Background: an optimization exercise with open tools, aiming at small area, a short achievable clock period and few clock cycles. Do not read the settings as production practice. The RTL was checked by simulation tests, not by an equivalence proof against the original design.

==> flow/design.v <==
module alu #(
    parameter INST_W = 4,
    parameter INT_W  = 6,
    parameter FRAC_W = 10,
    parameter DATA_W = INT_W + FRAC_W
)(
    input                      i_clk,
    input                      i_rst_n,
    input                      i_in_valid,
    output                     o_busy,
    input         [INST_W-1:0] i_inst,
    input  signed [DATA_W-1:0] i_data_a,
    input  signed [DATA_W-1:0] i_data_b,
    output                     o_out_valid,
    output        [DATA_W-1:0] o_data
);
reg        v0;
reg [3:0]  op0;
reg [15:0] a0, b0;
reg        busy_r;       
reg        busy_i;       
always @(posedge i_clk) begin
    op0 <= i_inst;
    b0  <= i_data_b;
    if (!busy_i) a0 <= i_data_a;
end
reg        s1_res;       
reg        s1_mac;       
reg        s1_sin;       
reg        s1_neg;       
reg  [2:0] row_cnt;      
reg  [3:0] t_cnt;        
reg        out_valid_r;
wire s0_res  = v0 && (op0 != 4'b1001);
wire s0_row  = v0 && (op0 == 4'b1001);
wire s0_last = s0_row && (row_cnt == 3'd7);
wire rows7   = s0_row ? (row_cnt == 3'd6) : (row_cnt == 3'd7);
wire mac0    = s0_res && (op0 == 4'b0010);
wire last_in = i_in_valid && rows7;
always @(posedge i_clk or negedge i_rst_n) begin
    if (!i_rst_n) begin
        v0          <= 1'b0;
        s1_res      <= 1'b0;
        s1_mac      <= 1'b0;
        row_cnt     <= 3'd0;
        t_cnt       <= 4'd0;
        busy_r      <= 1'b0;
        busy_i      <= 1'b0;
        out_valid_r <= 1'b0;
    end else begin
        v0          <= i_in_valid;
        s1_res      <= s0_res;
        s1_mac      <= mac0;
        if (s0_row) row_cnt <= row_cnt + 3'd1;
        if (last_in) t_cnt <= 4'd9;
        else if (t_cnt != 4'd0) t_cnt <= t_cnt + 4'd1;
        busy_r      <= last_in || (busy_r && (t_cnt != 4'd13));
        busy_i      <= last_in || (busy_i && (t_cnt != 4'd13));
        out_valid_r <= last_in || s1_res || t_cnt[3];
    end
end
always @(posedge i_clk) begin
    s1_sin <= (op0 == 4'b0011);
    s1_neg <= a0[11];
end
assign o_busy      = busy_r;
assign o_out_valid = out_valid_r;
reg [13:0] m [0:7];
reg [1:0]  r7lo;
integer i;
always @(posedge i_clk) begin
    if (s0_row && !s0_last) begin
        for (i = 0; i < 8; i = i + 1)
            m[i] <= {m[i][11:0], a0[(14-i*2)+:2]};
    end
    if (s0_last) r7lo <= a0[1:0];
end
wire        is_sub = op0[0];
wire [15:0] bx     = is_sub ? ~b0 : b0;
wire [15:0] sum_r  = a0 + bx + {15'd0, is_sub};
reg  [15:0] addsub_r;
always @(*) begin
    if (!a0[15] && !bx[15] && sum_r[15])      addsub_r = 16'h7FFF;
    else if (a0[15] && bx[15] && !sum_r[15])  addsub_r = 16'h8000;
    else                                      addsub_r = sum_r;
end
wire [15:0] ma = a0;
wire [15:0] mb = b0;
wire bm_w1 = mb[1];
wire bm_w2 = mb[0] ^ 1'b0;
wire bm_w3 = (mb[1] & ~mb[0] & ~1'b0) | (~mb[1] & mb[0] & 1'b0);
wire bm_w4 = ((bm_w2 & ma[0])) ^ bm_w1;
wire bm_w5 = ((bm_w2 & ma[1]) | (bm_w3 & ma[0])) ^ bm_w1;
wire bm_w6 = ((bm_w2 & ma[2]) | (bm_w3 & ma[1])) ^ bm_w1;
wire bm_w7 = ((bm_w2 & ma[3]) | (bm_w3 & ma[2])) ^ bm_w1;
wire bm_w8 = ((bm_w2 & ma[4]) | (bm_w3 & ma[3])) ^ bm_w1;
wire bm_w9 = ((bm_w2 & ma[5]) | (bm_w3 & ma[4])) ^ bm_w1;
wire bm_w10 = ((bm_w2 & ma[6]) | (bm_w3 & ma[5])) ^ bm_w1;
wire bm_w11 = ((bm_w2 & ma[7]) | (bm_w3 & ma[6])) ^ bm_w1;
wire bm_w12 = ((bm_w2 & ma[8]) | (bm_w3 & ma[7])) ^ bm_w1;
wire bm_w13 = ((bm_w2 & ma[9]) | (bm_w3 & ma[8])) ^ bm_w1;
wire bm_w14 = ((bm_w2 & ma[10]) | (bm_w3 & ma[9])) ^ bm_w1;
wire bm_w15 = ((bm_w2 & ma[11]) | (bm_w3 & ma[10])) ^ bm_w1;
wire bm_w16 = ((bm_w2 & ma[12]) | (bm_w3 & ma[11])) ^ bm_w1;
wire bm_w17 = ((bm_w2 & ma[13]) | (bm_w3 & ma[12])) ^ bm_w1;
wire bm_w18 = ((bm_w2 & ma[14]) | (bm_w3 & ma[13])) ^ bm_w1;
wire bm_w19 = ((bm_w2 & ma[15]) | (bm_w3 & ma[14])) ^ bm_w1;
wire bm_w20 = ~(((bm_w2 & ma[15]) | (bm_w3 & ma[15])) ^ bm_w1);
wire bm_w21 = mb[3];
wire bm_w22 = mb[2] ^ mb[1];
wire bm_w23 = (mb[3] & ~mb[2] & ~mb[1]) | (~mb[3] & mb[2] & mb[1]);
wire bm_w24 = ((bm_w22 & ma[0])) ^ bm_w21;
wire bm_w25 = ((bm_w22 & ma[1]) | (bm_w23 & ma[0])) ^ bm_w21;
wire bm_w26 = ((bm_w22 & ma[2]) | (bm_w23 & ma[1])) ^ bm_w21;
wire bm_w27 = ((bm_w22 & ma[3]) | (bm_w23 & ma[2])) ^ bm_w21;
wire bm_w28 = ((bm_w22 & ma[4]) | (bm_w23 & ma[3])) ^ bm_w21;
wire bm_w29 = ((bm_w22 & ma[5]) | (bm_w23 & ma[4])) ^ bm_w21;
wire bm_w30 = ((bm_w22 & ma[6]) | (bm_w23 & ma[5])) ^ bm_w21;
wire bm_w31 = ((bm_w22 & ma[7]) | (bm_w23 & ma[6])) ^ bm_w21;
wire bm_w32 = ((bm_w22 & ma[8]) | (bm_w23 & ma[7])) ^ bm_w21;
wire bm_w33 = ((bm_w22 & ma[9]) | (bm_w23 & ma[8])) ^ bm_w21;
wire bm_w34 = ((bm_w22 & ma[10]) | (bm_w23 & ma[9])) ^ bm_w21;
wire bm_w35 = ((bm_w22 & ma[11]) | (bm_w23 & ma[10])) ^ bm_w21;
wire bm_w36 = ((bm_w22 & ma[12]) | (bm_w23 & ma[11])) ^ bm_w21;
wire bm_w37 = ((bm_w22 & ma[13]) | (bm_w23 & ma[12])) ^ bm_w21;
wire bm_w38 = ((bm_w22 & ma[14]) | (bm_w23 & ma[13])) ^ bm_w21;
wire bm_w39 = ((bm_w22 & ma[15]) | (bm_w23 & ma[14])) ^ bm_w21;
wire bm_w40 = ~(((bm_w22 & ma[15]) | (bm_w23 & ma[15])) ^ bm_w21);
wire bm_w41 = mb[5];
wire bm_w42 = mb[4] ^ mb[3];
wire bm_w43 = (mb[5] & ~mb[4] & ~mb[3]) | (~mb[5] & mb[4] & mb[3]);
wire bm_w44 = ((bm_w42 & ma[0])) ^ bm_w41;
wire bm_w45 = ((bm_w42 & ma[1]) | (bm_w43 & ma[0])) ^ bm_w41;
wire bm_w46 = ((bm_w42 & ma[2]) | (bm_w43 & ma[1])) ^ bm_w41;
wire bm_w47 = ((bm_w42 & ma[3]) | (bm_w43 & ma[2])) ^ bm_w41;
wire bm_w48 = ((bm_w42 & ma[4]) | (bm_w43 & ma[3])) ^ bm_w41;
wire bm_w49 = ((bm_w42 & ma[5]) | (bm_w43 & ma[4])) ^ bm_w41;
wire bm_w50 = ((bm_w42 & ma[6]) | (bm_w43 & ma[5])) ^ bm_w41;
wire bm_w51 = ((bm_w42 & ma[7]) | (bm_w43 & ma[6])) ^ bm_w41;
wire bm_w52 = ((bm_w42 & ma[8]) | (bm_w43 & ma[7])) ^ bm_w41;
wire bm_w53 = ((bm_w42 & ma[9]) | (bm_w43 & ma[8])) ^ bm_w41;
wire bm_w54 = ((bm_w42 & ma[10]) | (bm_w43 & ma[9])) ^ bm_w41;
wire bm_w55 = ((bm_w42 & ma[11]) | (bm_w43 & ma[10])) ^ bm_w41;
wire bm_w56 = ((bm_w42 & ma[12]) | (bm_w43 & ma[11])) ^ bm_w41;
wire bm_w57 = ((bm_w42 & ma[13]) | (bm_w43 & ma[12])) ^ bm_w41;
wire bm_w58 = ((bm_w42 & ma[14]) | (bm_w43 & ma[13])) ^ bm_w41;
wire bm_w59 = ((bm_w42 & ma[15]) | (bm_w43 & ma[14])) ^ bm_w41;
wire bm_w60 = ~(((bm_w42 & ma[15]) | (bm_w43 & ma[15])) ^ bm_w41);
wire bm_w61 = mb[7];
wire bm_w62 = mb[6] ^ mb[5];
wire bm_w63 = (mb[7] & ~mb[6] & ~mb[5]) | (~mb[7] & mb[6] & mb[5]);
wire bm_w64 = ((bm_w62 & ma[0])) ^ bm_w61;
wire bm_w65 = ((bm_w62 & ma[1]) | (bm_w63 & ma[0])) ^ bm_w61;
wire bm_w66 = ((bm_w62 & ma[2]) | (bm_w63 & ma[1])) ^ bm_w61;
wire bm_w67 = ((bm_w62 & ma[3]) | (bm_w63 & ma[2])) ^ bm_w61;
wire bm_w68 = ((bm_w62 & ma[4]) | (bm_w63 & ma[3])) ^ bm_w61;
wire bm_w69 = ((bm_w62 & ma[5]) | (bm_w63 & ma[4])) ^ bm_w61;
wire bm_w70 = ((bm_w62 & ma[6]) | (bm_w63 & ma[5])) ^ bm_w61;
wire bm_w71 = ((bm_w62 & ma[7]) | (bm_w63 & ma[6])) ^ bm_w61;
wire bm_w72 = ((bm_w62 & ma[8]) | (bm_w63 & ma[7])) ^ bm_w61;
wire bm_w73 = ((bm_w62 & ma[9]) | (bm_w63 & ma[8])) ^ bm_w61;
wire bm_w74 = ((bm_w62 & ma[10]) | (bm_w63 & ma[9])) ^ bm_w61;
wire bm_w75 = ((bm_w62 & ma[11]) | (bm_w63 & ma[10])) ^ bm_w61;
wire bm_w76 = ((bm_w62 & ma[12]) | (bm_w63 & ma[11])) ^ bm_w61;
wire bm_w77 = ((bm_w62 & ma[13]) | (bm_w63 & ma[12])) ^ bm_w61;
wire bm_w78 = ((bm_w62 & ma[14]) | (bm_w63 & ma[13])) ^ bm_w61;
wire bm_w79 = ((bm_w62 & ma[15]) | (bm_w63 & ma[14])) ^ bm_w61;
wire bm_w80 = ~(((bm_w62 & ma[15]) | (bm_w63 & ma[15])) ^ bm_w61);
wire bm_w81 = mb[9];
wire bm_w82 = mb[8] ^ mb[7];
wire bm_w83 = (mb[9] & ~mb[8] & ~mb[7]) | (~mb[9] & mb[8] & mb[7]);
wire bm_w84 = ((bm_w82 & ma[0])) ^ bm_w81;
wire bm_w85 = ((bm_w82 & ma[1]) | (bm_w83 & ma[0])) ^ bm_w81;
wire bm_w86 = ((bm_w82 & ma[2]) | (bm_w83 & ma[1])) ^ bm_w81;
wire bm_w87 = ((bm_w82 & ma[3]) | (bm_w83 & ma[2])) ^ bm_w81;
wire bm_w88 = ((bm_w82 & ma[4]) | (bm_w83 & ma[3])) ^ bm_w81;
wire bm_w89 = ((bm_w82 & ma[5]) | (bm_w83 & ma[4])) ^ bm_w81;
wire bm_w90 = ((bm_w82 & ma[6]) | (bm_w83 & ma[5])) ^ bm_w81;
wire bm_w91 = ((bm_w82 & ma[7]) | (bm_w83 & ma[6])) ^ bm_w81;
wire bm_w92 = ((bm_w82 & ma[8]) | (bm_w83 & ma[7])) ^ bm_w81;
wire bm_w93 = ((bm_w82 & ma[9]) | (bm_w83 & ma[8])) ^ bm_w81;
wire bm_w94 = ((bm_w82 & ma[10]) | (bm_w83 & ma[9])) ^ bm_w81;
wire bm_w95 = ((bm_w82 & ma[11]) | (bm_w83 & ma[10])) ^ bm_w81;
wire bm_w96 = ((bm_w82 & ma[12]) | (bm_w83 & ma[11])) ^ bm_w81;
wire bm_w97 = ((bm_w82 & ma[13]) | (bm_w83 & ma[12])) ^ bm_w81;
wire bm_w98 = ((bm_w82 & ma[14]) | (bm_w83 & ma[13])) ^ bm_w81;
wire bm_w99 = ((bm_w82 & ma[15]) | (bm_w83 & ma[14])) ^ bm_w81;
wire bm_w100 = ~(((bm_w82 & ma[15]) | (bm_w83 & ma[15])) ^ bm_w81);
wire bm_w101 = mb[11];
wire bm_w102 = mb[10] ^ mb[9];
wire bm_w103 = (mb[11] & ~mb[10] & ~mb[9]) | (~mb[11] & mb[10] & mb[9]);
wire bm_w104 = ((bm_w102 & ma[0])) ^ bm_w101;
wire bm_w105 = ((bm_w102 & ma[1]) | (bm_w103 & ma[0])) ^ bm_w101;
wire bm_w106 = ((bm_w102 & ma[2]) | (bm_w103 & ma[1])) ^ bm_w101;
wire bm_w107 = ((bm_w102 & ma[3]) | (bm_w103 & ma[2])) ^ bm_w101;
wire bm_w108 = ((bm_w102 & ma[4]) | (bm_w103 & ma[3])) ^ bm_w101;
wire bm_w109 = ((bm_w102 & ma[5]) | (bm_w103 & ma[4])) ^ bm_w101;
wire bm_w110 = ((bm_w102 & ma[6]) | (bm_w103 & ma[5])) ^ bm_w101;
wire bm_w111 = ((bm_w102 & ma[7]) | (bm_w103 & ma[6])) ^ bm_w101;
wire bm_w112 = ((bm_w102 & ma[8]) | (bm_w103 & ma[7])) ^ bm_w101;
wire bm_w113 = ((bm_w102 & ma[9]) | (bm_w103 & ma[8])) ^ bm_w101;
wire bm_w114 = ((bm_w102 & ma[10]) | (bm_w103 & ma[9])) ^ bm_w101;
wire bm_w115 = ((bm_w102 & ma[11]) | (bm_w103 & ma[10])) ^ bm_w101;
wire bm_w116 = ((bm_w102 & ma[12]) | (bm_w103 & ma[11])) ^ bm_w101;
wire bm_w117 = ((bm_w102 & ma[13]) | (bm_w103 & ma[12])) ^ bm_w101;
wire bm_w118 = ((bm_w102 & ma[14]) | (bm_w103 & ma[13])) ^ bm_w101;
wire bm_w119 = ((bm_w102 & ma[15]) | (bm_w103 & ma[14])) ^ bm_w101;
wire bm_w120 = ~(((bm_w102 & ma[15]) | (bm_w103 & ma[15])) ^ bm_w101);
wire bm_w121 = mb[13];
wire bm_w122 = mb[12] ^ mb[11];
wire bm_w123 = (mb[13] & ~mb[12] & ~mb[11]) | (~mb[13] & mb[12] & mb[11]);
wire bm_w124 = ((bm_w122 & ma[0])) ^ bm_w121;
wire bm_w125 = ((bm_w122 & ma[1]) | (bm_w123 & ma[0])) ^ bm_w121;
wire bm_w126 = ((bm_w122 & ma[2]) | (bm_w123 & ma[1])) ^ bm_w121;
wire bm_w127 = ((bm_w122 & ma[3]) | (bm_w123 & ma[2])) ^ bm_w121;
wire bm_w128 = ((bm_w122 & ma[4]) | (bm_w123 & ma[3])) ^ bm_w121;
wire bm_w129 = ((bm_w122 & ma[5]) | (bm_w123 & ma[4])) ^ bm_w121;
wire bm_w130 = ((bm_w122 & ma[6]) | (bm_w123 & ma[5])) ^ bm_w121;
wire bm_w131 = ((bm_w122 & ma[7]) | (bm_w123 & ma[6])) ^ bm_w121;
wire bm_w132 = ((bm_w122 & ma[8]) | (bm_w123 & ma[7])) ^ bm_w121;
wire bm_w133 = ((bm_w122 & ma[9]) | (bm_w123 & ma[8])) ^ bm_w121;
wire bm_w134 = ((bm_w122 & ma[10]) | (bm_w123 & ma[9])) ^ bm_w121;
wire bm_w135 = ((bm_w122 & ma[11]) | (bm_w123 & ma[10])) ^ bm_w121;
wire bm_w136 = ((bm_w122 & ma[12]) | (bm_w123 & ma[11])) ^ bm_w121;
wire bm_w137 = ((bm_w122 & ma[13]) | (bm_w123 & ma[12])) ^ bm_w121;
wire bm_w138 = ((bm_w122 & ma[14]) | (bm_w123 & ma[13])) ^ bm_w121;
wire bm_w139 = ((bm_w122 & ma[15]) | (bm_w123 & ma[14])) ^ bm_w121;
wire bm_w140 = ~(((bm_w122 & ma[15]) | (bm_w123 & ma[15])) ^ bm_w121);
wire bm_w141 = mb[15];
wire bm_w142 = mb[14] ^ mb[13];
wire bm_w143 = (mb[15] & ~mb[14] & ~mb[13]) | (~mb[15] & mb[14] & mb[13]);
wire bm_w144 = ((bm_w142 & ma[0])) ^ bm_w141;
wire bm_w145 = ((bm_w142 & ma[1]) | (bm_w143 & ma[0])) ^ bm_w141;
wire bm_w146 = ((bm_w142 & ma[2]) | (bm_w143 & ma[1])) ^ bm_w141;
wire bm_w147 = ((bm_w142 & ma[3]) | (bm_w143 & ma[2])) ^ bm_w141;
wire bm_w148 = ((bm_w142 & ma[4]) | (bm_w143 & ma[3])) ^ bm_w141;
wire bm_w149 = ((bm_w142 & ma[5]) | (bm_w143 & ma[4])) ^ bm_w141;
wire bm_w150 = ((bm_w142 & ma[6]) | (bm_w143 & ma[5])) ^ bm_w141;
wire bm_w151 = ((bm_w142 & ma[7]) | (bm_w143 & ma[6])) ^ bm_w141;
wire bm_w152 = ((bm_w142 & ma[8]) | (bm_w143 & ma[7])) ^ bm_w141;
wire bm_w153 = ((bm_w142 & ma[9]) | (bm_w143 & ma[8])) ^ bm_w141;
wire bm_w154 = ((bm_w142 & ma[10]) | (bm_w143 & ma[9])) ^ bm_w141;
wire bm_w155 = ((bm_w142 & ma[11]) | (bm_w143 & ma[10])) ^ bm_w141;
wire bm_w156 = ((bm_w142 & ma[12]) | (bm_w143 & ma[11])) ^ bm_w141;
wire bm_w157 = ((bm_w142 & ma[13]) | (bm_w143 & ma[12])) ^ bm_w141;
wire bm_w158 = ((bm_w142 & ma[14]) | (bm_w143 & ma[13])) ^ bm_w141;
wire bm_w159 = ((bm_w142 & ma[15]) | (bm_w143 & ma[14])) ^ bm_w141;
wire bm_w160 = ~(((bm_w142 & ma[15]) | (bm_w143 & ma[15])) ^ bm_w141);
wire bm_w161 = bm_w14 ^ bm_w32;
wire bm_w162 = bm_w14 & bm_w32;
wire bm_w163 = bm_w15 ^ bm_w33;
wire bm_w164 = bm_w15 & bm_w33;
wire bm_w165 = bm_w16 ^ bm_w34 ^ bm_w52;
wire bm_w166 = (bm_w16 & bm_w34) | (bm_w16 & bm_w52) | (bm_w34 & bm_w52);
wire bm_w167 = bm_w70 ^ bm_w88;
wire bm_w168 = bm_w70 & bm_w88;
wire bm_w169 = bm_w17 ^ bm_w35 ^ bm_w53;
wire bm_w170 = (bm_w17 & bm_w35) | (bm_w17 & bm_w53) | (bm_w35 & bm_w53);
wire bm_w171 = bm_w71 ^ bm_w89;
wire bm_w172 = bm_w71 & bm_w89;
wire bm_w173 = bm_w18 ^ bm_w36 ^ bm_w54;
wire bm_w174 = (bm_w18 & bm_w36) | (bm_w18 & bm_w54) | (bm_w36 & bm_w54);
wire bm_w175 = bm_w72 ^ bm_w90 ^ bm_w108;
wire bm_w176 = (bm_w72 & bm_w90) | (bm_w72 & bm_w108) | (bm_w90 & bm_w108);
wire bm_w177 = bm_w126 ^ bm_w144;
wire bm_w178 = bm_w126 & bm_w144;
wire bm_w179 = bm_w19 ^ bm_w37 ^ bm_w55;
wire bm_w180 = (bm_w19 & bm_w37) | (bm_w19 & bm_w55) | (bm_w37 & bm_w55);
wire bm_w181 = bm_w73 ^ bm_w91 ^ bm_w109;
wire bm_w182 = (bm_w73 & bm_w91) | (bm_w73 & bm_w109) | (bm_w91 & bm_w109);
wire bm_w183 = bm_w127 ^ bm_w145;
wire bm_w184 = bm_w127 & bm_w145;
wire bm_w185 = bm_w20 ^ bm_w38 ^ bm_w56;
wire bm_w186 = (bm_w20 & bm_w38) | (bm_w20 & bm_w56) | (bm_w38 & bm_w56);
wire bm_w187 = bm_w74 ^ bm_w92 ^ bm_w110;
wire bm_w188 = (bm_w74 & bm_w92) | (bm_w74 & bm_w110) | (bm_w92 & bm_w110);
wire bm_w189 = bm_w128 ^ bm_w146 ^ 1'b1;
wire bm_w190 = (bm_w128 & bm_w146) | (bm_w128 & 1'b1) | (bm_w146 & 1'b1);
wire bm_w191 = bm_w39 ^ bm_w57 ^ bm_w75;
wire bm_w192 = (bm_w39 & bm_w57) | (bm_w39 & bm_w75) | (bm_w57 & bm_w75);
wire bm_w193 = bm_w93 ^ bm_w111 ^ bm_w129;
wire bm_w194 = (bm_w93 & bm_w111) | (bm_w93 & bm_w129) | (bm_w111 & bm_w129);
wire bm_w195 = bm_w147 ^ 1'b1;
wire bm_w196 = bm_w147 & 1'b1;
wire bm_w197 = bm_w40 ^ bm_w58 ^ bm_w76;
wire bm_w198 = (bm_w40 & bm_w58) | (bm_w40 & bm_w76) | (bm_w58 & bm_w76);
wire bm_w199 = bm_w94 ^ bm_w112 ^ bm_w130;
wire bm_w200 = (bm_w94 & bm_w112) | (bm_w94 & bm_w130) | (bm_w112 & bm_w130);
wire bm_w201 = bm_w59 ^ bm_w77 ^ bm_w95;
wire bm_w202 = (bm_w59 & bm_w77) | (bm_w59 & bm_w95) | (bm_w77 & bm_w95);
wire bm_w203 = bm_w113 ^ bm_w131;
wire bm_w204 = bm_w113 & bm_w131;
wire bm_w205 = bm_w60 ^ bm_w78 ^ bm_w96;
wire bm_w206 = (bm_w60 & bm_w78) | (bm_w60 & bm_w96) | (bm_w78 & bm_w96);
wire bm_w207 = bm_w79 ^ bm_w97;
wire bm_w208 = bm_w79 & bm_w97;
wire bm_w209 = bm_w10 ^ bm_w28;
wire bm_w210 = bm_w10 & bm_w28;
wire bm_w211 = bm_w11 ^ bm_w29;
wire bm_w212 = bm_w11 & bm_w29;
wire bm_w213 = bm_w12 ^ bm_w30 ^ bm_w48;
wire bm_w214 = (bm_w12 & bm_w30) | (bm_w12 & bm_w48) | (bm_w30 & bm_w48);
wire bm_w215 = bm_w66 ^ bm_w84;
wire bm_w216 = bm_w66 & bm_w84;
wire bm_w217 = bm_w13 ^ bm_w31 ^ bm_w49;
wire bm_w218 = (bm_w13 & bm_w31) | (bm_w13 & bm_w49) | (bm_w31 & bm_w49);
wire bm_w219 = bm_w67 ^ bm_w85;
wire bm_w220 = bm_w67 & bm_w85;
wire bm_w221 = bm_w161 ^ bm_w50 ^ bm_w68;
wire bm_w222 = (bm_w161 & bm_w50) | (bm_w161 & bm_w68) | (bm_w50 & bm_w68);
wire bm_w223 = bm_w86 ^ bm_w104 ^ bm_w101;
wire bm_w224 = (bm_w86 & bm_w104) | (bm_w86 & bm_w101) | (bm_w104 & bm_w101);
wire bm_w225 = bm_w162 ^ bm_w163 ^ bm_w51;
wire bm_w226 = (bm_w162 & bm_w163) | (bm_w162 & bm_w51) | (bm_w163 & bm_w51);
wire bm_w227 = bm_w69 ^ bm_w87 ^ bm_w105;
wire bm_w228 = (bm_w69 & bm_w87) | (bm_w69 & bm_w105) | (bm_w87 & bm_w105);
wire bm_w229 = bm_w164 ^ bm_w165 ^ bm_w167;
wire bm_w230 = (bm_w164 & bm_w165) | (bm_w164 & bm_w167) | (bm_w165 & bm_w167);
wire bm_w231 = bm_w106 ^ bm_w124 ^ bm_w121;
wire bm_w232 = (bm_w106 & bm_w124) | (bm_w106 & bm_w121) | (bm_w124 & bm_w121);
wire bm_w233 = bm_w166 ^ bm_w168 ^ bm_w169;
wire bm_w234 = (bm_w166 & bm_w168) | (bm_w166 & bm_w169) | (bm_w168 & bm_w169);
wire bm_w235 = bm_w171 ^ bm_w107 ^ bm_w125;
wire bm_w236 = (bm_w171 & bm_w107) | (bm_w171 & bm_w125) | (bm_w107 & bm_w125);
wire bm_w237 = bm_w170 ^ bm_w172 ^ bm_w173;
wire bm_w238 = (bm_w170 & bm_w172) | (bm_w170 & bm_w173) | (bm_w172 & bm_w173);
wire bm_w239 = bm_w175 ^ bm_w177 ^ bm_w141;
wire bm_w240 = (bm_w175 & bm_w177) | (bm_w175 & bm_w141) | (bm_w177 & bm_w141);
wire bm_w241 = bm_w174 ^ bm_w176 ^ bm_w178;
wire bm_w242 = (bm_w174 & bm_w176) | (bm_w174 & bm_w178) | (bm_w176 & bm_w178);
wire bm_w243 = bm_w179 ^ bm_w181 ^ bm_w183;
wire bm_w244 = (bm_w179 & bm_w181) | (bm_w179 & bm_w183) | (bm_w181 & bm_w183);
wire bm_w245 = bm_w180 ^ bm_w182 ^ bm_w184;
wire bm_w246 = (bm_w180 & bm_w182) | (bm_w180 & bm_w184) | (bm_w182 & bm_w184);
wire bm_w247 = bm_w185 ^ bm_w187 ^ bm_w189;
wire bm_w248 = (bm_w185 & bm_w187) | (bm_w185 & bm_w189) | (bm_w187 & bm_w189);
wire bm_w249 = bm_w186 ^ bm_w188 ^ bm_w190;
wire bm_w250 = (bm_w186 & bm_w188) | (bm_w186 & bm_w190) | (bm_w188 & bm_w190);
wire bm_w251 = bm_w191 ^ bm_w193 ^ bm_w195;
wire bm_w252 = (bm_w191 & bm_w193) | (bm_w191 & bm_w195) | (bm_w193 & bm_w195);
wire bm_w253 = bm_w192 ^ bm_w194 ^ bm_w196;
wire bm_w254 = (bm_w192 & bm_w194) | (bm_w192 & bm_w196) | (bm_w194 & bm_w196);
wire bm_w255 = bm_w197 ^ bm_w199 ^ bm_w148;
wire bm_w256 = (bm_w197 & bm_w199) | (bm_w197 & bm_w148) | (bm_w199 & bm_w148);
wire bm_w257 = bm_w198 ^ bm_w200 ^ bm_w201;
wire bm_w258 = (bm_w198 & bm_w200) | (bm_w198 & bm_w201) | (bm_w200 & bm_w201);
wire bm_w259 = bm_w203 ^ bm_w149 ^ 1'b1;
wire bm_w260 = (bm_w203 & bm_w149) | (bm_w203 & 1'b1) | (bm_w149 & 1'b1);
wire bm_w261 = bm_w202 ^ bm_w204 ^ bm_w205;
wire bm_w262 = (bm_w202 & bm_w204) | (bm_w202 & bm_w205) | (bm_w204 & bm_w205);
wire bm_w263 = bm_w114 ^ bm_w132 ^ bm_w150;
wire bm_w264 = (bm_w114 & bm_w132) | (bm_w114 & bm_w150) | (bm_w132 & bm_w150);
wire bm_w265 = bm_w206 ^ bm_w207 ^ bm_w115;
wire bm_w266 = (bm_w206 & bm_w207) | (bm_w206 & bm_w115) | (bm_w207 & bm_w115);
wire bm_w267 = bm_w133 ^ bm_w151 ^ 1'b1;
wire bm_w268 = (bm_w133 & bm_w151) | (bm_w133 & 1'b1) | (bm_w151 & 1'b1);
wire bm_w269 = bm_w208 ^ bm_w80 ^ bm_w98;
wire bm_w270 = (bm_w208 & bm_w80) | (bm_w208 & bm_w98) | (bm_w80 & bm_w98);
wire bm_w271 = bm_w116 ^ bm_w134 ^ bm_w152;
wire bm_w272 = (bm_w116 & bm_w134) | (bm_w116 & bm_w152) | (bm_w134 & bm_w152);
wire bm_w273 = bm_w99 ^ bm_w117 ^ bm_w135;
wire bm_w274 = (bm_w99 & bm_w117) | (bm_w99 & bm_w135) | (bm_w117 & bm_w135);
wire bm_w275 = bm_w153 ^ 1'b1;
wire bm_w276 = bm_w153 & 1'b1;
wire bm_w277 = bm_w100 ^ bm_w118 ^ bm_w136;
wire bm_w278 = (bm_w100 & bm_w118) | (bm_w100 & bm_w136) | (bm_w118 & bm_w136);
wire bm_w279 = bm_w119 ^ bm_w137;
wire bm_w280 = bm_w119 & bm_w137;
wire bm_w281 = bm_w8 ^ bm_w26;
wire bm_w282 = bm_w8 & bm_w26;
wire bm_w283 = bm_w9 ^ bm_w27;
wire bm_w284 = bm_w9 & bm_w27;
wire bm_w285 = bm_w209 ^ bm_w46 ^ bm_w64;
wire bm_w286 = (bm_w209 & bm_w46) | (bm_w209 & bm_w64) | (bm_w46 & bm_w64);
wire bm_w287 = bm_w210 ^ bm_w211 ^ bm_w47;
wire bm_w288 = (bm_w210 & bm_w211) | (bm_w210 & bm_w47) | (bm_w211 & bm_w47);
wire bm_w289 = bm_w212 ^ bm_w213 ^ bm_w215;
wire bm_w290 = (bm_w212 & bm_w213) | (bm_w212 & bm_w215) | (bm_w213 & bm_w215);
wire bm_w291 = bm_w214 ^ bm_w216 ^ bm_w217;
wire bm_w292 = (bm_w214 & bm_w216) | (bm_w214 & bm_w217) | (bm_w216 & bm_w217);
wire bm_w293 = bm_w218 ^ bm_w220 ^ bm_w221;
wire bm_w294 = (bm_w218 & bm_w220) | (bm_w218 & bm_w221) | (bm_w220 & bm_w221);
wire bm_w295 = bm_w222 ^ bm_w224 ^ bm_w225;
wire bm_w296 = (bm_w222 & bm_w224) | (bm_w222 & bm_w225) | (bm_w224 & bm_w225);
wire bm_w297 = bm_w226 ^ bm_w228 ^ bm_w229;
wire bm_w298 = (bm_w226 & bm_w228) | (bm_w226 & bm_w229) | (bm_w228 & bm_w229);
wire bm_w299 = bm_w230 ^ bm_w232 ^ bm_w233;
wire bm_w300 = (bm_w230 & bm_w232) | (bm_w230 & bm_w233) | (bm_w232 & bm_w233);
wire bm_w301 = bm_w234 ^ bm_w236 ^ bm_w237;
wire bm_w302 = (bm_w234 & bm_w236) | (bm_w234 & bm_w237) | (bm_w236 & bm_w237);
wire bm_w303 = bm_w238 ^ bm_w240 ^ bm_w241;
wire bm_w304 = (bm_w238 & bm_w240) | (bm_w238 & bm_w241) | (bm_w240 & bm_w241);
wire bm_w305 = bm_w242 ^ bm_w244 ^ bm_w245;
wire bm_w306 = (bm_w242 & bm_w244) | (bm_w242 & bm_w245) | (bm_w244 & bm_w245);
wire bm_w307 = bm_w246 ^ bm_w248 ^ bm_w249;
wire bm_w308 = (bm_w246 & bm_w248) | (bm_w246 & bm_w249) | (bm_w248 & bm_w249);
wire bm_w309 = bm_w250 ^ bm_w252 ^ bm_w253;
wire bm_w310 = (bm_w250 & bm_w252) | (bm_w250 & bm_w253) | (bm_w252 & bm_w253);
wire bm_w311 = bm_w254 ^ bm_w256 ^ bm_w257;
wire bm_w312 = (bm_w254 & bm_w256) | (bm_w254 & bm_w257) | (bm_w256 & bm_w257);
wire bm_w313 = bm_w258 ^ bm_w260 ^ bm_w261;
wire bm_w314 = (bm_w258 & bm_w260) | (bm_w258 & bm_w261) | (bm_w260 & bm_w261);
wire bm_w315 = bm_w262 ^ bm_w264 ^ bm_w265;
wire bm_w316 = (bm_w262 & bm_w264) | (bm_w262 & bm_w265) | (bm_w264 & bm_w265);
wire bm_w317 = bm_w266 ^ bm_w268 ^ bm_w269;
wire bm_w318 = (bm_w266 & bm_w268) | (bm_w266 & bm_w269) | (bm_w268 & bm_w269);
wire bm_w319 = bm_w270 ^ bm_w272 ^ bm_w273;
wire bm_w320 = (bm_w270 & bm_w272) | (bm_w270 & bm_w273) | (bm_w272 & bm_w273);
wire bm_w321 = bm_w274 ^ bm_w276 ^ bm_w277;
wire bm_w322 = (bm_w274 & bm_w276) | (bm_w274 & bm_w277) | (bm_w276 & bm_w277);
wire bm_w323 = bm_w278 ^ bm_w279 ^ bm_w155;
wire bm_w324 = (bm_w278 & bm_w279) | (bm_w278 & bm_w155) | (bm_w279 & bm_w155);
wire bm_w325 = bm_w280 ^ bm_w120 ^ bm_w138;
wire bm_w326 = (bm_w280 & bm_w120) | (bm_w280 & bm_w138) | (bm_w120 & bm_w138);
wire bm_w327 = bm_w139 ^ bm_w157;
wire bm_w328 = bm_w139 & bm_w157;
wire bm_w329 = bm_w6 ^ bm_w24;
wire bm_w330 = bm_w6 & bm_w24;
wire bm_w331 = bm_w7 ^ bm_w25;
wire bm_w332 = bm_w7 & bm_w25;
wire bm_w333 = bm_w281 ^ bm_w44 ^ bm_w41;
wire bm_w334 = (bm_w281 & bm_w44) | (bm_w281 & bm_w41) | (bm_w44 & bm_w41);
wire bm_w335 = bm_w282 ^ bm_w283 ^ bm_w45;
wire bm_w336 = (bm_w282 & bm_w283) | (bm_w282 & bm_w45) | (bm_w283 & bm_w45);
wire bm_w337 = bm_w284 ^ bm_w285 ^ bm_w61;
wire bm_w338 = (bm_w284 & bm_w285) | (bm_w284 & bm_w61) | (bm_w285 & bm_w61);
wire bm_w339 = bm_w286 ^ bm_w287 ^ bm_w65;
wire bm_w340 = (bm_w286 & bm_w287) | (bm_w286 & bm_w65) | (bm_w287 & bm_w65);
wire bm_w341 = bm_w288 ^ bm_w289 ^ bm_w81;
wire bm_w342 = (bm_w288 & bm_w289) | (bm_w288 & bm_w81) | (bm_w289 & bm_w81);
wire bm_w343 = bm_w290 ^ bm_w291 ^ bm_w219;
wire bm_w344 = (bm_w290 & bm_w291) | (bm_w290 & bm_w219) | (bm_w291 & bm_w219);
wire bm_w345 = bm_w292 ^ bm_w293 ^ bm_w223;
wire bm_w346 = (bm_w292 & bm_w293) | (bm_w292 & bm_w223) | (bm_w293 & bm_w223);
wire bm_w347 = bm_w294 ^ bm_w295 ^ bm_w227;
wire bm_w348 = (bm_w294 & bm_w295) | (bm_w294 & bm_w227) | (bm_w295 & bm_w227);
wire bm_w349 = bm_w296 ^ bm_w297 ^ bm_w231;
wire bm_w350 = (bm_w296 & bm_w297) | (bm_w296 & bm_w231) | (bm_w297 & bm_w231);
wire bm_w351 = bm_w298 ^ bm_w299 ^ bm_w235;
wire bm_w352 = (bm_w298 & bm_w299) | (bm_w298 & bm_w235) | (bm_w299 & bm_w235);
wire bm_w353 = bm_w300 ^ bm_w301 ^ bm_w239;
wire bm_w354 = (bm_w300 & bm_w301) | (bm_w300 & bm_w239) | (bm_w301 & bm_w239);
wire bm_w355 = bm_w302 ^ bm_w303 ^ bm_w243;
wire bm_w356 = (bm_w302 & bm_w303) | (bm_w302 & bm_w243) | (bm_w303 & bm_w243);
wire bm_w357 = bm_w304 ^ bm_w305 ^ bm_w247;
wire bm_w358 = (bm_w304 & bm_w305) | (bm_w304 & bm_w247) | (bm_w305 & bm_w247);
wire bm_w359 = bm_w306 ^ bm_w307 ^ bm_w251;
wire bm_w360 = (bm_w306 & bm_w307) | (bm_w306 & bm_w251) | (bm_w307 & bm_w251);
wire bm_w361 = bm_w308 ^ bm_w309 ^ bm_w255;
wire bm_w362 = (bm_w308 & bm_w309) | (bm_w308 & bm_w255) | (bm_w309 & bm_w255);
wire bm_w363 = bm_w310 ^ bm_w311 ^ bm_w259;
wire bm_w364 = (bm_w310 & bm_w311) | (bm_w310 & bm_w259) | (bm_w311 & bm_w259);
wire bm_w365 = bm_w312 ^ bm_w313 ^ bm_w263;
wire bm_w366 = (bm_w312 & bm_w313) | (bm_w312 & bm_w263) | (bm_w313 & bm_w263);
wire bm_w367 = bm_w314 ^ bm_w315 ^ bm_w267;
wire bm_w368 = (bm_w314 & bm_w315) | (bm_w314 & bm_w267) | (bm_w315 & bm_w267);
wire bm_w369 = bm_w316 ^ bm_w317 ^ bm_w271;
wire bm_w370 = (bm_w316 & bm_w317) | (bm_w316 & bm_w271) | (bm_w317 & bm_w271);
wire bm_w371 = bm_w318 ^ bm_w319 ^ bm_w275;
wire bm_w372 = (bm_w318 & bm_w319) | (bm_w318 & bm_w275) | (bm_w319 & bm_w275);
wire bm_w373 = bm_w320 ^ bm_w321 ^ bm_w154;
wire bm_w374 = (bm_w320 & bm_w321) | (bm_w320 & bm_w154) | (bm_w321 & bm_w154);
wire bm_w375 = bm_w322 ^ bm_w323 ^ 1'b1;
wire bm_w376 = (bm_w322 & bm_w323) | (bm_w322 & 1'b1) | (bm_w323 & 1'b1);
wire bm_w377 = bm_w324 ^ bm_w325 ^ bm_w156;
wire bm_w378 = (bm_w324 & bm_w325) | (bm_w324 & bm_w156) | (bm_w325 & bm_w156);
wire bm_w379 = bm_w326 ^ bm_w327 ^ 1'b1;
wire bm_w380 = (bm_w326 & bm_w327) | (bm_w326 & 1'b1) | (bm_w327 & 1'b1);
wire bm_w381 = bm_w328 ^ bm_w140 ^ bm_w158;
wire bm_w382 = (bm_w328 & bm_w140) | (bm_w328 & bm_w158) | (bm_w140 & bm_w158);
wire bm_w383 = bm_w159 ^ 1'b1;
wire bm_w384 = bm_w159 & 1'b1;
wire [31:0] bm_x = {1'b1, bm_w384, bm_w382, bm_w380, bm_w378, bm_w376, bm_w374, bm_w372, bm_w370, bm_w368, bm_w366, bm_w364, bm_w362, bm_w360, bm_w358, bm_w356, bm_w354, bm_w352, bm_w350, bm_w348, bm_w346, bm_w344, bm_w342, bm_w340, bm_w338, bm_w336, bm_w334, bm_w332, bm_w330, bm_w329, bm_w5, bm_w4};
wire [31:0] bm_y = {1'b0, bm_w160, bm_w383, bm_w381, bm_w379, bm_w377, bm_w375, bm_w373, bm_w371, bm_w369, bm_w367, bm_w365, bm_w363, bm_w361, bm_w359, bm_w357, bm_w355, bm_w353, bm_w351, bm_w349, bm_w347, bm_w345, bm_w343, bm_w341, bm_w339, bm_w337, bm_w335, bm_w333, bm_w331, bm_w21, 1'b0, bm_w1};
wire [31:0] prod = bm_x + bm_y;
wire [11:0] sin_x = a0[11:0];
wire [10:0] sin_u = sin_x[11] ? (~sin_x[10:0] + 11'd1) : sin_x[10:0];
wire [12:0] sin_rom;
localparam [2047:0] SIN_T0 = 2048'h71c70e3c78f0e1e1e1f0f83e0f81f01f80ff00ff800fff800007fffffffffff80000fff800ff807f80f7871e38f1c71ce38c739c6739cc663319998cccccc9999b3266cd9366d936c926dbffe003ff007f807f80fc07e07e07c1f83e1f078471e38e71c71ce39c639ce718ce7398ce63399ccc66633333199999999b33332666ccd993266c99326c9b26c9b64db649b6d924924924924925b6d24b6d25b4b696d2d2d2d2d2d2d296b4a5ad294a5294a56b5a95ad4ad4ad5a952a54a952ad5aa55aad56ab55aa955aab556aa9556aaa5556aaa95554aaaad55556aaaaab55555552aaaaaaaaa55555555555555552aaaaaaaaaaaaaaaaaaaaaaaaaaaaaaaaaaaa;
assign sin_rom[0] = SIN_T0[sin_u];
localparam [2047:0] SIN_T1 = 2048'hfc0fe03f80fe01fe00ff801ff800fff8000ffff8000007fffffffffffffffffffff000000ffff8000f7f81fc0fe07e0fc0f83e0783e0f87c3e1e1f0f0f0f1e1e3c3870e1c78e1c70e38e3fffffc00007fff8000fff8007ff801ffc01ff8007e03f07e07e0fc1f83e0f81f0f83e0f07c3e1f0f8783c3c3e1e1e1e1e3c3c3c7870f1e1c3870e1c38f1c38f1c78e3871c71e38e38e38e38e39c71c738e39c738e71ce31ce31ce31ce738c631ce739ce7398c6319ce7318ce6319cc67319cce63399cce673399cce66333998cce6673339998ccce66673333199998cccccc666666633333333339999999999999999ccccccccccccccccccccccccccccccccccccc;
assign sin_rom[1] = SIN_T1[sin_u];
localparam [2047:0] SIN_T2 = 2048'h3ffe0007ffe0001ffff800007fffff800000007fffffffffffffffffffffffffffffffff3fffffff08001fff0007ff000ffc007fc00ff803fe01ff00ff01fe03fc07f01f80fe07f03f03ffffffffff80000000ffffff800001ffffe000078003ff8007ff001ffc00ffe00ffdff007fc01ff007fc03fc01fe01fe03fc03f807f01fe03f80fe03f01fc0fe07f03f81f81fc0fc0fc0fc0fc1f81f83f03e07c0f81f03e0fc1f03e0f83f07c1f07c1f07c1f07c1e0f83e0f07c1e0f87c1e0f07c3e1f0f87c3e1f0f87c3c1e0f0f8783c3e1e0f0f078783c3c1e1e1f0f0f0f87878783c3c3c3c3c1e1e1e1e1e1e1e1e0f0f0f0f0f0f0f0f0f0f0f0f0f0f0f0f0f0f0;
assign sin_rom[2] = SIN_T2[sin_u];
localparam [2047:0] SIN_T3 = 2048'h1ffffffe000000007ffffffffff8000000000000000000000000000000000000000003fffffffffffe0000007fffff000007ffff00003fffe0000fffe0003fff8001fff0007ffc003ffffffffffffffffff000000000001fffffffffffffc000007ffffe00000fffff00000007fffe00007fffc0001fffe0003fffc0007ffe0003fff0003ffe000fff8003ffe001fff000fff000ffe001ffc003ff800ffe003ff001ffc00ffc007fe007fe007fe007fe00ffc00ff801ff007fe00ff803fe00ff803fe00ff803fe00ff007fc03fe00ff007f803fc01fe01ff00ff007f807fc03fc03fc01fe01fe01fe01fe00ff00ff00ff00ff00ff00ff00ff00ff00ff00;
assign sin_rom[3] = SIN_T3[sin_u];
localparam [2047:0] SIN_T4 = 2048'h1fffffffffffffffffff8000000000000000000000000000000000000000003ffffffff00000000007ffffffffff8000000003ffffffff00000003ffffffe0000007fffffdfffffffffffffffffffffffffffffe00000000000000000007ffffffffff0000000000007ffffffff800000001fffffffc00000007ffffffc0000003ffffff0000003fffffe000000ffffff000001fffffc00000fffffc00001fffff000007ffff800007ffff80000fffff00001ffff80000ffffc0000ffffc0000ffffc0000ffff80003ffff00007fffc0001fffe0000ffff80007fffc0003fffe0001fffe0001ffff0000ffff0000ffff0000ffff0000ffff0000;
assign sin_rom[4] = SIN_T4[sin_u];
localparam [2047:0] SIN_T5 = 2048'h7ffffffffffffffffffffffffffffffffffffffffffffffffffffffffffff800000000000000000003fffffffffffffffc00000000000007fffffffffffffffffffffffffffffffffffffffffffffffffffffff8000000000000000001ffff800000000000000001fffffffffffffff800000000000003ffffffffffffc000000000000fffffffffffe00000000000ffffffffffe00000000007fffffffff8000000000fffffffffe000000000fffffffff000000000fffffffff000000003ffffffff800000001ffffffff000000007fffffffc00000001fffffffe00000000ffffffff00000000ffffffff00000000;
assign sin_rom[5] = SIN_T5[sin_u];
localparam [2047:0] SIN_T6 = 2048'h3ffffffffffffffffffffffffffffffffffffffc000000000000000000000000000007fffffffffffffffffffffffffffffffffffffffffffff800000000000000000000000000000000000000000000000001fffffffffffffffffffffffffffffc0000000000000000000000000fffffffffffffffffffffff0000000000000000000007fffffffffffffffffff0000000000000000000ffffffffffffffffff000000000000000003ffffffffffffffffe00000000000000007fffffffffffffffe0000000000000000ffffffffffffffff0000000000000000;
assign sin_rom[6] = SIN_T6[sin_u];
localparam [2047:0] SIN_T7 = 2048'h3ffffffff0000000000000000000000000000000000000000000000000000000000007fffffe0000000000000000000000000000000000000007fffffffffffffffffffffffffffffffffffffffffffffffffe0000000000000000000000000000000000000000000000000000000ffffffffffffffffffffffffffffffffffffffffffff800000000000000000000000000000000000000fffffffffffffffffffffffffffffffffffc0000000000000000000000000000000007ffffffffffffffffffffffffffffffff00000000000000000000000000000000;
assign sin_rom[7] = SIN_T7[sin_u];
localparam [2047:0] SIN_T8 = 2048'h3ffffffffffffffffffffffffffffffffffffffffffffffffffffffffffffffffffff80000000000000000000000000000000000000000000007fffffffffffffffffffffffffffffffffffffffffffffffffffffffffffffffffffffffffffffffffffffffffffffffffffffffff00000000000000000000000000000000000000000000000000000000000000000000000000000000000fffffffffffffffffffffffffffffffffffffffffffffffffffffffffffffffffffff80000000000000000000000000000000000000000000000000000000000000000;
assign sin_rom[8] = SIN_T8[sin_u];
localparam [2047:0] SIN_T9 = 2048'h3ffffffff0000000000000000000000000000000000000000000000000000000000000000001ffffffffffffffffffffffffffffffffffffffffffffffffffffffffffffffffffffffffffffffffffffffffffffffffffffffffffffffffffffffffffffffffffffffffffffffffffffffffffffffffffffffffffffffffffffffffffffffffffffffffffffffffffffffffffffffffffff00000000000000000000000000000000000000000000000000000000000000000000000000000000000000000000000000000000000000000000000000000000000000;
assign sin_rom[9] = SIN_T9[sin_u];
localparam [2047:0] SIN_T10 = 2048'h3ffffffffffffffffffffffffffffffffffffffffffffffffffffffffffffffffffffffffffffffffffffffffffffffffffffffffffffffffff80000000000000000000000000000000000000000000000000000000000000000000000000000000000000000000000000000000000000000000000000000000000000000000000000000000000000000000000000000000000000000000000000000000000000000000000000000000000000000000000000000000000000000000000000000000000000000000000000000000000000000000000000000000000;
assign sin_rom[10] = SIN_T10[sin_u];
localparam [2047:0] SIN_T11 = 2048'hffffffffffffffffffffffffffffffffffffffffffffffffffffffffffffffffffffffffffc00000000000000000000000000000000000000000000000000000000000000000000000000000000000000000000000000000000000000000000000000000000000000000000000000000000000000000000000000000000000000000000000000000000000000000000000000000000000000000000000000000000000000000000000000000000000000000000000000000000000000000000000000000000000000000000000000000000000000000000000000000000000000000000000000000000000000000000000000000000000000000000000000000;
assign sin_rom[11] = SIN_T11[sin_u];
localparam [2047:0] SIN_T12 = 2048'hffffffffffffffffffffffffffffffffffffffffffffffffffffffffffffffffffffffffffc00000000000000000000000000000000000000000000000000000000000000000000000000000000000000000000000000000000000000000000000000000000000000000000000000000000000000000000000000000000000000000000000000000000000000000000000000000000000000000000000000000000000000000000000000000000000000000000000000000000000000000000000000000000000000000000000000000000000000000000000000000000000000000000000000000000000000000000000000000000000000000000000000000;
assign sin_rom[12] = SIN_T12[sin_u];
wire [12:0] sin_m = {sin_rom[12], sin_rom[11] | (sin_x == 12'h800), sin_rom[10:0]};
wire [15:0] gray_r = a0 ^ {1'b0, a0[15:1]};
wire pc_w1 = ~a0[0] ^ ~a0[1] ^ ~a0[2];
wire pc_w2 = (~a0[0] & ~a0[1]) | (~a0[0] & ~a0[2]) | (~a0[1] & ~a0[2]);
wire pc_w3 = ~a0[3] ^ ~a0[4] ^ ~a0[5];
wire pc_w4 = (~a0[3] & ~a0[4]) | (~a0[3] & ~a0[5]) | (~a0[4] & ~a0[5]);
wire pc_w5 = ~a0[6] ^ ~a0[7] ^ ~a0[8];
wire pc_w6 = (~a0[6] & ~a0[7]) | (~a0[6] & ~a0[8]) | (~a0[7] & ~a0[8]);
wire pc_w7 = ~a0[9] ^ ~a0[10] ^ ~a0[11];
wire pc_w8 = (~a0[9] & ~a0[10]) | (~a0[9] & ~a0[11]) | (~a0[10] & ~a0[11]);
wire pc_w9 = ~a0[12] ^ ~a0[13] ^ ~a0[14];
wire pc_w10 = (~a0[12] & ~a0[13]) | (~a0[12] & ~a0[14]) | (~a0[13] & ~a0[14]);
wire pc_w11 = pc_w1 ^ pc_w3 ^ pc_w5;
wire pc_w12 = (pc_w1 & pc_w3) | (pc_w1 & pc_w5) | (pc_w3 & pc_w5);
wire pc_w13 = pc_w7 ^ pc_w9 ^ ~a0[15];
wire pc_w14 = (pc_w7 & pc_w9) | (pc_w7 & ~a0[15]) | (pc_w9 & ~a0[15]);
wire pc_w15 = pc_w2 ^ pc_w4 ^ pc_w6;
wire pc_w16 = (pc_w2 & pc_w4) | (pc_w2 & pc_w6) | (pc_w4 & pc_w6);
wire pc_w17 = pc_w12 ^ pc_w14 ^ pc_w15;
wire pc_w18 = (pc_w12 & pc_w14) | (pc_w12 & pc_w15) | (pc_w14 & pc_w15);
wire pc_w19 = pc_w17 ^ pc_w8 ^ pc_w10;
wire pc_w20 = (pc_w17 & pc_w8) | (pc_w17 & pc_w10) | (pc_w8 & pc_w10);
wire pc_w21 = pc_w20 ^ pc_w18 ^ pc_w16;
wire pc_w22 = (pc_w20 & pc_w18) | (pc_w20 & pc_w16) | (pc_w18 & pc_w16);
wire [4:0] pc_x = {1'b0, pc_w22, pc_w21, pc_w19, pc_w11};
wire [4:0] pc_y = {1'b0, 1'b0, 1'b0, 1'b0, pc_w13};
wire [4:0]  zeros   = pc_x + pc_y;
wire        is_lrcw = (op0 == 4'b0101);
wire [15:0] rt_src  = is_lrcw ? b0 : a0;
wire [3:0]  rt_amt  = is_lrcw ? zeros[3:0] : b0[3:0];
wire [31:0] rt_w    = {rt_src, rt_src} >> rt_amt;
reg  [15:0] lr_mask;
integer j;
always @(*) begin
    for (j = 0; j < 16; j = j + 1) lr_mask[j] = is_lrcw && ({1'b0, zeros} < 6'd16 - j[5:0]);
end
wire [15:0] fs_r    = rt_w[15:0] ^ lr_mask;
reg  [4:0] clz;
integer k;
always @(*) begin
    clz = 5'd16;
    for (k = 0; k < 16; k = k + 1) if (a0[k]) clz = 5'd15 - k[4:0];
end
wire [15:0] clz_r = {11'd0, clz};
reg  [15:0] rm_r;
integer n;
always @(*) begin
    for (n = 0; n < 13; n = n + 1) rm_r[n] = (a0[n+:4] == b0[(15-n)-:4]);
    rm_r[15:13] = 3'b000;
end
reg [15:0] res0;
always @(*) begin
    case (op0)
    4'b0000, 4'b0001: res0 = addsub_r;
    4'b0011:          res0 = {3'b000, sin_m};
    4'b0100:          res0 = gray_r;
    4'b0101, 4'b0110: res0 = fs_r;
    4'b0111:          res0 = clz_r;
    default:          res0 = rm_r;
    endcase
end
reg [31:0] r1;
always @(posedge i_clk) r1 <= (op0 == 4'b0010) ? prod : {16'd0, res0};
reg  [35:0] acc;
wire [35:0] mac = {{4{r1[31]}}, r1} + acc;
reg  [35:0] acc_n;
always @(*) begin
    if (!r1[31] && !acc[35] && mac[35])      acc_n = {1'b0, {35{1'b1}}};
    else if (r1[31] && acc[35] && !mac[35])  acc_n = {1'b1, {35{1'b0}}};
    else                                     acc_n = mac;
end
always @(posedge i_clk or negedge i_rst_n) begin
    if (!i_rst_n) acc <= 36'd0;
    else if (s1_mac) acc <= acc_n;
end
reg [15:0] mac_r;
always @(*) begin
    if (acc_n[35] == 1'b0) begin
        if (acc_n[34:0] >= {{10{1'b0}}, {16{1'b1}}, {9{1'b0}}}) mac_r = 16'h7FFF;
        else mac_r = acc_n[25:10] + {15'd0, acc_n[9]};
    end else begin
        if (acc_n[34:0] <= {{10{1'b1}}, {16{1'b0}}, {9{1'b1}}}) mac_r = 16'h8000;
        else mac_r = acc_n[25:10] + {15'd0, acc_n[9]};
    end
end
wire [12:0] sin_s = s1_neg ? (~r1[12:0] + 13'd1) : r1[12:0];
wire [2:0]  tc    = t_cnt[2:0];
wire [1:0]  t_lst = (tc == 3'd7) ? r7lo : a0[(14-tc*2)+:2];
wire [15:0] t_col = {m[tc], t_lst};
wire [15:0] t_0   = s0_row ? {m[0][11:0], a0[15:14], i_data_a[15:14]}
                           : {m[0], i_data_a[15:14]};
reg [15:0] o_data_r;
always @(posedge i_clk) begin
    if (last_in)     o_data_r <= t_0;
    else if (t_cnt[3]) o_data_r <= t_col;
    else if (s1_mac) o_data_r <= mac_r;
    else if (s1_sin) o_data_r <= {{3{sin_s[12]}}, sin_s};
    else             o_data_r <= r1[15:0];
end
assign o_data = o_data_r;
endmodule
==> flow/flow/run.sh <==
#!/bin/bash
# The standard layout, with faster port buffers and timing repair aimed
# at a shorter period than the design's (the SDC itself is unchanged).
set -euo pipefail
bash standard.sh \
  BUFFER_PORTS_ARGS="-buffer_cell sky130_fd_sc_hd__buf_4" \
  SETUP_SLACK_MARGIN=20.5 \
  finish > standard.log 2>&1
==> flow/standard.sh <==
#!/bin/bash
# synth_recipe.tcl (not shown) runs the flow's synth.tcl, then flattens the netlist and writes it again
# the make line also repeats each setting of config.mk as NAME=value (left out here)
make -C /OpenROAD-flow-scripts/flow DESIGN_CONFIG=/design/flow/config.mk WORK_HOME=/design/flow/orfs CLKGATE_MAP_FILE= SYNTH_SCRIPT=/design/flow/synth_recipe.tcl "${@:-finish}"
==> flow/config.mk <==
export PLATFORM = sky130hd
export DESIGN_NAME = alu
export DESIGN_NICKNAME = alu
export VERILOG_FILES = /design/flow/design.v
export SDC_FILE = /design/flow/constraint.sdc
export NUM_CORES = 4
export LEC_CHECK = 0
export ABC_AREA = 1
export CAP_MARGIN = 20
export CORE_MARGIN = 2
export CORE_UTILIZATION = 40
export SLEW_MARGIN = 20
==> flow/constraint.sdc <==
create_clock -name core_clock -period 27.0 [get_ports {i_clk}]
set_input_delay 5.4000 -clock core_clock [delete_from_list [all_inputs] [get_ports {i_clk}]]
set_output_delay 5.4000 -clock core_clock [all_outputs]
set_load 0.01 [all_outputs]
==> impl_metrics.csv <==
group,metric,value,unit
sta,worst_slew_margin_rel,0.2158,
clocking,cts.path.max_buffers,3,
clocking,cell_chosen_for_the_clock_root,"clkbuf_16",
clocking,clock_sinks,249,
run,max_cap_violations,0,
cells_and_area,final_core_util,0.4365,
global_routing,grt_pass1_vias,30378,
global_routing,grt_start_max_net_pins,66,
detailed_routing,post-route-drc-count,0,
synthesis,synthDistinctLibCells,67,
synthesis,synth.yosys.warnings,2,
detailed_routing,wl_per_cell,23.39,um
cells_and_area,design_area,0.03195,mm^2
place,placed_cell_area,0.03091,mm^2
worst_hold_path,hp-class,"flip-flop to flip-flop",
synthesis,post_synthesis_area_per_instance,6.678,um^2
die,initial_core_utilization,0.4048,
worst_setup_path,critPathMostFrequentCell,"nand2_1",
sta,final_max_slew_viol_count,0,
worst_setup_path,timing.critical_path.arrival,7.07,ns
die,io-pin-count,57,
sta,finalHoldViolations,0,
sta,timing.setup.tns,0,ns
place,io_buffer_count,56,
cells_and_area,sequential_cell_area,0.006538,mm^2
place,detailed_place_hpwl,91.60,mm
synthesis,ys_seq_elements,249,
sta,achievable-frequency,0.1537,GHz
sta,setup-violations-final,0,
synthesis,netlist_area,0.02964,mm^2
cells_and_area,share_of_layout_cells_above_drive_strength_1,0.07101,
synthesis,synth.top_cells.by_area,"nand2_1 (14%), edfxtp_1 (13%), ha_1 (6.7%)",
outcome,run_status,"no timing/DRC/antenna violations",
worst_setup_path,timing.reg2reg.worst_path_depth,26,
sta,post-route-min-period,6.508,ns
worst_setup_path,worst-endpoint-required,27.56,ns
detailed_routing,wl,125.2,mm
worst_setup_path,cpLargestDelayFamily,"simple AND/OR/NAND/NOR gates",
global_routing,grt_antenna_before_repair,4,
die,fp.dieArea,0.07629,mm^2
synthesis,synth_nets,4732,
worst_setup_path,crit_path_launch_type,"flip-flop",
cells_and_area,multi_input_area,0.02018,mm^2
place,globalplace.congestion,1.046,
synthesis,synth_top_cell_area_share,0.1365,
global_routing,grt_first_pass_wirelength,187.2,mm
clocking,clkLatencyLatePin,0.61,ns
worst_setup_path,longest_individual_stage_delay_on_the_worst_path,0.78,ns
synthesis,netlist_instances,4438,
cells_and_area,area.growth.synth_to_final,7.819,%
synthesis,async_flop_share,0.1968,
clocking,ctsHoldBuffers,0,
worst_setup_path,critPathCaptureType,"flip-flop",
worst_setup_path,critical_path_class,"flip-flop to flip-flop",
worst_setup_path,crit_path_top_delay_cell,"o311ai_0",
synthesis,postSynth.topFlopCell,"edfxtp_1",
detailed_routing,vias,32289,
worst_setup_path,worstPathMaxFanout,29,
detailed_routing,viasPerCell,6.031,
global_routing,groute.usage.overall,0.3149,
sta,tightestPinTransition,1.168,ns
synthesis,post-synth-top-count-cell,"nand2_1",
global_routing,overflow,0,
worst_setup_path,path_buf_inv,8,
worst_setup_path,ff2ff_setup_slack,20.49,ns
worst_hold_path,hold_path_depth,0,
cells_and_area,final_net_count,4665,
sta,holdWs,0.4440,ns
die,placeable_area,0.07321,mm^2
sta,fin_crit_sh,0.2410,
worst_setup_path,worst_r2r_endpoint,"r1[0]",
cells_and_area,fillCellCount,7811,
synthesis,sequential_share_of_the_synthesized_area,0.2204,
synthesis,cell_type_with_the_highest_aggregate_area_in_the_netlist,"nand2_1",
synthesis,synth_edf_count,130,
clocking,tritoncts,"built",
sta,rsz0062_at_grt,"true",
place,dpl.cell_count,5295,
cells_and_area,final-instance-count-excl-fill,5354,
detailed_routing,antenna_left,0,
worst_hold_path,min_from,"m[4][0]",
worst_setup_path,worstSetupStartpoint,"a0[0]",
sta,worst_clock_skew,0.03562,ns
die,die_h,276.2,um
detailed_routing,drt_pre_antenna_iters,8,
worst_hold_path,hold_path_end,"m[4][2]",
synthesis,synth.cells.most_frequent,"nand2_1 (1078), inv_1 (500), nor2_1 (365)",
die,chipWidth,276.2,um
die,num_rows,99,
clocking,clk_pin_slew_worst_paths,0.08,ns
worst_setup_path,worst_r2r_startpoint,"a0[0]",
clocking,numCtsBuffers,29,
clocking,ctsHtreeMaxLevel,1,
detailed_routing,drt_iter0_drc,4358,
## flip-flops by register name, indices dropped and copies added (netlist names)
name	count
out_valid_r	1
busy_i	1
s1_mac	1
s1_neg	1
s1_res	1
row_cnt	3
v0	1
busy_r	1
s1_sin	1
acc	36
o_data_r	16
r7lo	2
t_cnt	4
b0	16
r1	32
op0	4
m	112
a0	16
## worst register-to-register path, cell delays in order (launching register included)
cell      delay, ns
edfxtp_1       0.36
buf_4          0.27
inv_1          0.13
buf_4          0.36
ha_1           0.57
inv_1          0.25
ha_1           0.33
nand2_1        0.08
o21ai_2        0.05
buf_4          0.29
nor2_1         0.69
inv_1          0.25
nand2_1        0.44
inv_1          0.19
nand2_1        0.17
nand2_1        0.08
nand2_1        0.06
nand3_1        0.07
o311ai_0       0.78
nand3_1        0.24
o21ai_1        0.23
nand3_1        0.18
nand2_1        0.14
inv_1          0.06
nand4_1        0.06
nand2_1        0.08
nand2_1        0.06
## through the flow
step | setup slack (ns)
after floorplan | 20.51
after global placement | 19.85
after detailed placement | 19.80
after CTS | 20.45
after global routing | 20.40
final | 20.49
## cell families after synthesis
group / count (synthesis) / share of synthesized area
simple gates: 1870 / 0.2636
xor+xnor: 228 / 0.06738
mux: 2 / 0.0007599
flops: 249 / 0.2204
compound gates: 1072 / 0.2141
buf+inv: 762 / 0.1018
fa+ha+maj: 255 / 0.1320
## area by class of cell
| cell class | instances | area share |
|---|---|---|
| multi-input cells | 3427 | 0.6315 |
| flip-flops and latches | 249 | 0.2046 |
| inverters | 520 | 0.06128 |
| well taps | 959 | 0.03755 |
| repair buffers | 143 | 0.03446 |
| clock buffers | 39 | 0.02580 |
| clock inverters | 15 | 0.004542 |
| repair inverters | 1 | 0.0001566 |
| diodes | 1 | 0.00007831 |
## worst max-delay path by stage
stage | depth (start not counted) | end | slack (ns)
finish | 26 | r1[0] | 20.49
global route | 26 | r1[6] | 20.40
CTS | 25 | r1[6] | 20.45
detailed placement | 7 | t_cnt[1] | 19.80
global placement | 7 | t_cnt[0] | 19.85
floorplan | 6 | m[0][0] | 20.51
## per-layer routing
metal / GRT usage / part of all wire
met1: 0.4296 / 0.42
met2: 0.4784 / 0.42
met3: 0.06929 / 0.11
met4: 0.1354 / 0.053
met5: 0 / 0.00043
## layout by cell type, fill, tap and decap left out, types with 19 or more instances in the layout
| cell | count |
|---|---|
| dfxtp_1 | 65 |
| nand4_1 | 68 |
| buf_4 | 140 |
| xor2_1 | 174 |
| nand2_1 | 1073 |
| nor3_1 | 43 |
| o22ai_1 | 145 |
| nand3_1 | 222 |
| nand2_2 | 44 |
| o21ai_1 | 36 |
| a211oi_1 | 34 |
| inv_1 | 500 |
| xnor2_1 | 51 |
| ha_1 | 159 |
| fa_1 | 96 |
| a31oi_1 | 52 |
| o211ai_1 | 42 |
| nor2_1 | 361 |
| o21ai_0 | 324 |
| edfxtp_1 | 130 |
| a21oi_1 | 274 |
| dfrtp_1 | 49 |
| clkbuf_16 | 30 |
| a221oi_1 | 19 |
## what timing repair did
action,in CTS,in global routing
endpoints found under the setup margin,24,24
hold endpoints to repair,0,0
buffers inserted,1,2
gates cloned,0,1
resized for setup,7,7
Testbench counts, summed over its fixed seeds: cycles 3,420.

-- separate check: timing with driven ports --
In the flow no input, the clock included, has a driving cell. The finished layout below was timed again as built, in two steps. Step 1, drivers: a clkbuf_16 drives i_clk and a buf_2 each remaining input, both assumed. Step 2, shift: input delay + t, output delay - t, t = (earliest + latest rising clock arrival at the registers) / 2. This alone moves slack from input paths to output paths. Three values: ideal ports, drivers, drivers and shift; two values: the first two.
t (ns): 0.663
slack for setup (ns): 20.492 / 20.427 / 20.167
worst hold slack (ns): 0.444 / 0.444 / 0.444
slew at the worst register clock pin (ns): 0.08 / 0.08
worst data-port slew with drivers (ns): 0.08
After both steps setup and hold are still met in this run. The setup slack of this run moves by -0.065 ns with the drivers and by -0.325 ns with both steps.
